What follows belongs to an exercise in optimizing a design on an open flow for small area; a production flow would make more cautious choices. Only simulation tests tie the RTL to the original design; equivalence was not proved. Power and IR drop assume default switching activity.

build 66:
Design sync_fifo, start of the top module:
module sync_fifo #(
	parameter	DEPTH=8,
	parameter	WIDTH=32,
	parameter	AF_LEVEL = 1,
	parameter	AE_LEVEL = 1,
	parameter	DEPTH_LOG=$clog2(DEPTH)
)(
	input					clk, rstn,
	input					push, pop,
	input 		[WIDTH-1:0]	din,
	output 		[WIDTH-1:0]	dout,
	output					full,empty,a_full,a_empty
);
	reg [WIDTH-1:0]		mem[DEPTH-1:0];
	reg					e;
	reg [2:0]			j;
	wire				e_nx;
	wire [2:0]			j_nx;
	wire [7:0]			rsel_n;
	always @(posedge clk)
	if (push) begin
		mem[0] <= din;
		for (int i=1;i<DEPTH;i++) mem[i] <= mem[i-1];
	end
	always @(posedge clk, negedge rstn)
	if (!rstn) begin
		e <= 1'b1;
		j <= 3'b111;
	end else begin
		e <= e_nx;
		j <= j_nx;
	end
	fifo_ctrl u_ctrl (.push(push), .pop(pop), .e(e), .j(j), .e_nx(e_nx), .j_nx(j_nx),
		.rsel_n(rsel_n), .empty(empty), .full(full), .a_full(a_full), .a_empty(a_empty));
	genvar b;
	generate for (b=0;b<WIDTH;b++) begin : g_rd
		wire [3:0] z;
		for (genvar i=0;i<4;i++) begin : g_p
			fifo_oai22 u_o (.a1(rsel_n[2*i]), .a2(mem[2*i][b]), .b1(rsel_n[2*i+1]), .b2(mem[2*i+1][b]), .y(z[i]));
		end
		assign dout[b] = ~|z;
	end endgenerate
endmodule
Size: roughly 450 cells after synthesis, ~72 I/O pins.
clock: 5.0 ns
lec_check: 0
cap_margin: 5
core_margin: 2
core_utilization: 80
place_density: 0.85
slew_margin: 5
synth_hierarchical: 1
synth_minimum_keep_size: 0
standard.sh (not shown) runs the stock make flow with config.mk's settings and CLKGATE_MAP_FILE= SYNTH_SCRIPT=/design/flow/synth_recipe.tcl, a recipe that flattens the netlist after the stock synthesis.
==> flow/flow/run.sh <==
#!/bin/bash
# Standard ORFS layout (the standard.sh with its unchanged synthesis),
# with three changes:
#  - after synthesis, combinational cells are set to their smallest drive
#    strength (flow/downsize.py); repair_design upsizes what needs it,
#  - ports are buffered with the smallest buffer,
#  - CTS inserts no dummy loads.
# The make output is kept in standard_*.log here, each tool's own log in
# orfs/logs/.
set -e
here=$(pwd)
res=$here/orfs/results/$FLOW_PLATFORM/sync_fifo/base
export BUFFER_PORTS_ARGS="-buffer_cell sky130_fd_sc_hd__buf_1"
export CTS_ARGS="-sink_clustering_enable -repair_clock_nets -dont_use_dummy_load -buf_list sky130_fd_sc_hd__clkbuf_4 -sink_clustering_size 12 -sink_clustering_max_diameter 40"
bash standard.sh $res/1_2_yosys.v > standard_synth.log 2>&1
cp $res/1_2_yosys.v $res/1_2_yosys_orig.v
python3 flow/downsize.py $FLOW_HOME/platforms/$FLOW_PLATFORM/lib/sky130_fd_sc_hd__tt_025C_1v80.lib \
	$res/1_2_yosys_orig.v $res/1_2_yosys.v > downsize.log 2>&1
bash standard.sh > standard.log 2>&1
Other scripts of this flow, unchanged in this note and not shown: flow/flow/downsize.py
Build 66 finished every stage and its layout cleared the timing, design-rule and antenna checks.
Changes in build 55 relative to build 66:
Settings: a change of SLEW_MARGIN from 5 to 20; a change of CAP_MARGIN from 5 to 20.
-- flow/flow/run.sh --
<<< build 66, line 14
export CTS_ARGS="-sink_clustering_enable -repair_clock_nets -dont_use_dummy_load -buf_list sky130_fd_sc_hd__clkbuf_4 -sink_clustering_size 12 -sink_clustering_max_diameter 40"
>>> build 55, line 14
export CTS_ARGS='-repair_clock_nets -dont_use_dummy_load -buf_list sky130_fd_sc_hd__clkbuf_4'
Findings:
Build 55 | stages: all done | timing, DRC, antenna: all pass. Build 55 — fraction of layout instances using a drive strength above 1 3.5 points higher, build 66 as reference. Comparing build 55 and build 66, stage delay of the slowest cell on the critical path is higher on build 55. Combinational power across build 55 and build 66: no real change. As far as number of placement rows goes, build 66 and build 55 are indistinguishable; the numbers are identical.
What build 20 does differently from build 55 at the input level:
Settings: a change of CORE_UTILIZATION from 80 to 75; a change of PLACE_DENSITY from 0.85 to 0.8.
-- flow/flow/run.sh --
<<< build 55, line 14
export CTS_ARGS='-repair_clock_nets -dont_use_dummy_load -buf_list sky130_fd_sc_hd__clkbuf_4'
>>> build 20, line 14
export CTS_ARGS="-sink_clustering_enable -repair_clock_nets -dont_use_dummy_load -buf_list sky130_fd_sc_hd__clkbuf_4 -sink_clustering_size 11 -sink_clustering_max_diameter 40"
--- outcome ---
Build 20 completed every stage of the flow, and the final layout passed the timing, design-rule and antenna checks.
Diff build 55 and build 20: power consumed by the clock network lower in build 20
Diff build 20..build 55 | register area | unchanged
Relative to build 55, the die width of build 20 is higher by 3.2%.
Build 20: power in combinational cells lower than build 55
[compare] base=build 55 new=build 20: met2 track demand over resource in global routing saw a decrease; cell area after layout decreased by about 1.4% relative to the old numbers.
Build 20 and build 55 ended up with roughly the same buffer share of cell area.
Relative to build 55, the clock network power share of build 20 is lower by 4.1 points.
### build 20 -> build 88
Settings: PLACE_DENSITY: 0.8 -> 0.88; CORE_UTILIZATION: 75 -> 85.
Findings:
Comparing build 20 against build 88, there is no change at all in mean instance size in the synthesized netlist.
Comparing build 20 with build 88, the synthesized cell count came out essentially unchanged.
Number of nets in the synthesized netlist came out exactly the same in build 88 and build 20.
Quantity of I/O buffers inserted on ports: build 20 vs build 88 identical
Summary: with build 20 as the reference, vertical die dimension in build 88 moved down by a few percent.
Where estimated wirelength of the detail-placed design is concerned, build 20 is better than build 88.
Die width, build 88 and build 20: larger value in build 20
Final weighted congestion of routability-driven global placement, build 88 vs build 20: up by a few percent
Build 88 vs build 20, starting utilization of the core area went up by 9.7 points.
Comparing build 88 and build 20, the one run not ending clean was build 88.
As of build 88, count of standard-cell rows had fallen by a few percent compared to build 20.
Build 20 -> build 88: area after synthesis delta 0, exact match
Inputs modified between build 88 and build 39:
Settings: changing PLACE_DENSITY from 0.88 to 0.85; changing CORE_UTILIZATION from 85 to 80.
--- outcome ---
- When the final numbers for build 88 and build 39 were put side by side, the die outline height turned out to be smaller in build 88.
- Build 39 finished all stages; the layout is clean.
- Build 88 -> build 39: mean instance size in the synthesized netlist delta 0, exact match
- In the flow results for build 88 and build 39, the number of cell rows is larger on build 39.
- The initial cell density of the core number comes out higher for build 88 vs build 39.
- As far as synthesized area goes, build 39 and build 88 are indistinguishable; the numbers are identical.
- Half-perimeter wire length after placement on build 39 is down relative to build 88.
- Synthesized cell count came out exactly the same in build 88 and build 39.

========
Starting RTL as in the previous note.
Design sync_fifo, start of the top module:
module sync_fifo #(
	parameter	DEPTH=8,
	parameter	WIDTH=32,
	parameter	AF_LEVEL = 1,
	parameter	AE_LEVEL = 1,
	parameter	DEPTH_LOG=$clog2(DEPTH)
)(
	input					clk, rstn,
	input					push, pop,
	input 		[WIDTH-1:0]	din,
	output 		[WIDTH-1:0]	dout,
	output					full,empty,a_full,a_empty
);
Settings: LEC_CHECK=0, CAP_MARGIN=20, CORE_MARGIN=2, CORE_UTILIZATION=80, PLACE_DENSITY=0.85, SLEW_MARGIN=20, SYNTH_HIERARCHICAL=1, SYNTH_MINIMUM_KEEP_SIZE=0; clock period 5.0 ns.
==> flow/flow/run.sh <==
#!/bin/bash
# Standard ORFS layout (the standard.sh with its unchanged synthesis),
# with three changes:
#  - after synthesis, combinational cells are set to their smallest drive
#    strength (flow/downsize.py); repair_design upsizes what needs it,
#  - ports are buffered with the smallest buffer,
#  - CTS inserts no dummy loads.
# The make output is kept in standard_*.log here, each tool's own log in
# orfs/logs/.
set -e
here=$(pwd)
res=$here/orfs/results/$FLOW_PLATFORM/sync_fifo/base
export BUFFER_PORTS_ARGS="-buffer_cell sky130_fd_sc_hd__buf_1"
export CTS_ARGS="-sink_clustering_enable -repair_clock_nets -dont_use_dummy_load -buf_list sky130_fd_sc_hd__clkbuf_4 -sink_clustering_size 12 -sink_clustering_max_diameter 30"
bash standard.sh $res/1_2_yosys.v > standard_synth.log 2>&1
cp $res/1_2_yosys.v $res/1_2_yosys_orig.v
python3 flow/downsize.py $FLOW_HOME/platforms/$FLOW_PLATFORM/lib/sky130_fd_sc_hd__tt_025C_1v80.lib \
	$res/1_2_yosys_orig.v $res/1_2_yosys.v > downsize.log 2>&1
bash standard.sh > standard.log 2>&1
Other scripts of this flow, unchanged in this note and not shown: flow/flow/downsize.py
Next try:
--- a/flow/flow/run.sh
+++ b/flow/flow/run.sh
@@ -13,3 +13,3 @@
 export BUFFER_PORTS_ARGS="-buffer_cell sky130_fd_sc_hd__buf_1"
-export CTS_ARGS="-sink_clustering_enable -repair_clock_nets -dont_use_dummy_load -buf_list sky130_fd_sc_hd__clkbuf_4 -sink_clustering_size 12 -sink_clustering_max_diameter 30"
+export CTS_ARGS="-sink_clustering_enable -repair_clock_nets -dont_use_dummy_load -buf_list sky130_fd_sc_hd__clkbuf_4 -sink_clustering_size 12 -sink_clustering_max_diameter 40"
 bash standard.sh $res/1_2_yosys.v > standard_synth.log 2>&1
Result:
- The new run completed with no timing, DRC or antenna violations
- power went down by a few percent
- setup slack degrades by 0.20 ns
- register-to-register slack stays flat
Next try:
--- a/flow/flow/run.sh
+++ b/flow/flow/run.sh
@@ -13,3 +13,3 @@
 export BUFFER_PORTS_ARGS="-buffer_cell sky130_fd_sc_hd__buf_1"
-export CTS_ARGS="-sink_clustering_enable -repair_clock_nets -dont_use_dummy_load -buf_list sky130_fd_sc_hd__clkbuf_4 -sink_clustering_size 12 -sink_clustering_max_diameter 40"
+export CTS_ARGS="-sink_clustering_enable -repair_clock_nets -dont_use_dummy_load -buf_list sky130_fd_sc_hd__clkbuf_4 -sink_clustering_size 11 -sink_clustering_max_diameter 40"
 bash standard.sh $res/1_2_yosys.v > standard_synth.log 2>&1
--- a/flow/config.mk
+++ b/flow/config.mk
@@ -9,4 +9,4 @@
 export CORE_MARGIN = 2
-export CORE_UTILIZATION = 80
-export PLACE_DENSITY = 0.85
+export CORE_UTILIZATION = 90
+export PLACE_DENSITY = 0.93
 export SLEW_MARGIN = 20
Effect: With this change the flow did not get past 3_5_place_dp. Area after synthesis stays the same. Synthesized cell count does not change.
Next try:
--- a/flow/flow/run.sh
+++ b/flow/flow/run.sh
@@ -13,3 +13,3 @@
 export BUFFER_PORTS_ARGS="-buffer_cell sky130_fd_sc_hd__buf_1"
-export CTS_ARGS="-sink_clustering_enable -repair_clock_nets -dont_use_dummy_load -buf_list sky130_fd_sc_hd__clkbuf_4 -sink_clustering_size 11 -sink_clustering_max_diameter 40"
+export CTS_ARGS="-sink_clustering_enable -repair_clock_nets -dont_use_dummy_load -buf_list sky130_fd_sc_hd__clkbuf_16 -sink_clustering_size 30 -sink_clustering_max_diameter 50"
 bash standard.sh $res/1_2_yosys.v > standard_synth.log 2>&1
--- a/flow/config.mk
+++ b/flow/config.mk
@@ -9,4 +9,4 @@
 export CORE_MARGIN = 2
-export CORE_UTILIZATION = 90
-export PLACE_DENSITY = 0.93
+export CORE_UTILIZATION = 80
+export PLACE_DENSITY = 0.85
 export SLEW_MARGIN = 20
The new run completed without violations.
Area after synthesis is unchanged.
Synthesized cell count stays the same.

## port drivers added, routing unchanged
Ports are ideal in the flow. The routed layouts listed here were re-timed in OpenROAD. Step 1 (the two cells are an assumption about what drives the block):
set clk [get_ports {clk}]
set_driving_cell -lib_cell sky130_fd_sc_hd__clkbuf_16 $clk
set_driving_cell -lib_cell sky130_fd_sc_hd__buf_2 [delete_from_list [all_inputs] $clk]
Step 2 also shifts input and output timing later by t, the mid clock arrival at the registers, as if the neighbouring blocks saw the same clock. a / b / c = no drivers / after step 1 / after step 2; a / b = the first two.
run | shift t [ns] | slack for setup (ns) | worst setup path after step 2 | slew at the worst register clock pin (ns) | worst slew at a driven data input, ns
build 66 | 0.633 | 0.766 / 0.735 / 1.368 | register to output | 0.12 / 0.12 | 0.05
build 55 | 0.711 | 0.692 / 0.660 / 1.370 | register to output | 0.12 / 0.12 | 0.04
build 20 | 0.667 | 0.871 / 0.837 / 1.504 | register to output | 0.12 / 0.12 | 0.06
build 39 | 0.641 | 0.893 / 0.860 / 1.501 | register to output | 0.11 / 0.11 | 0.05
the first run of note 2 | 0.581 | 0.965 / 0.931 / 1.512 | register to output | 0.11 / 0.11 | 0.05
the second run of note 2 | 0.633 | 0.766 / 0.735 / 1.368 | register to output | 0.12 / 0.12 | 0.05
the fourth run of note 2 | 0.508 | 1.000 / 0.958 / 1.466 | register to output | 0.11 / 0.11 | 0.05
After both steps every run listed still meets setup and hold.
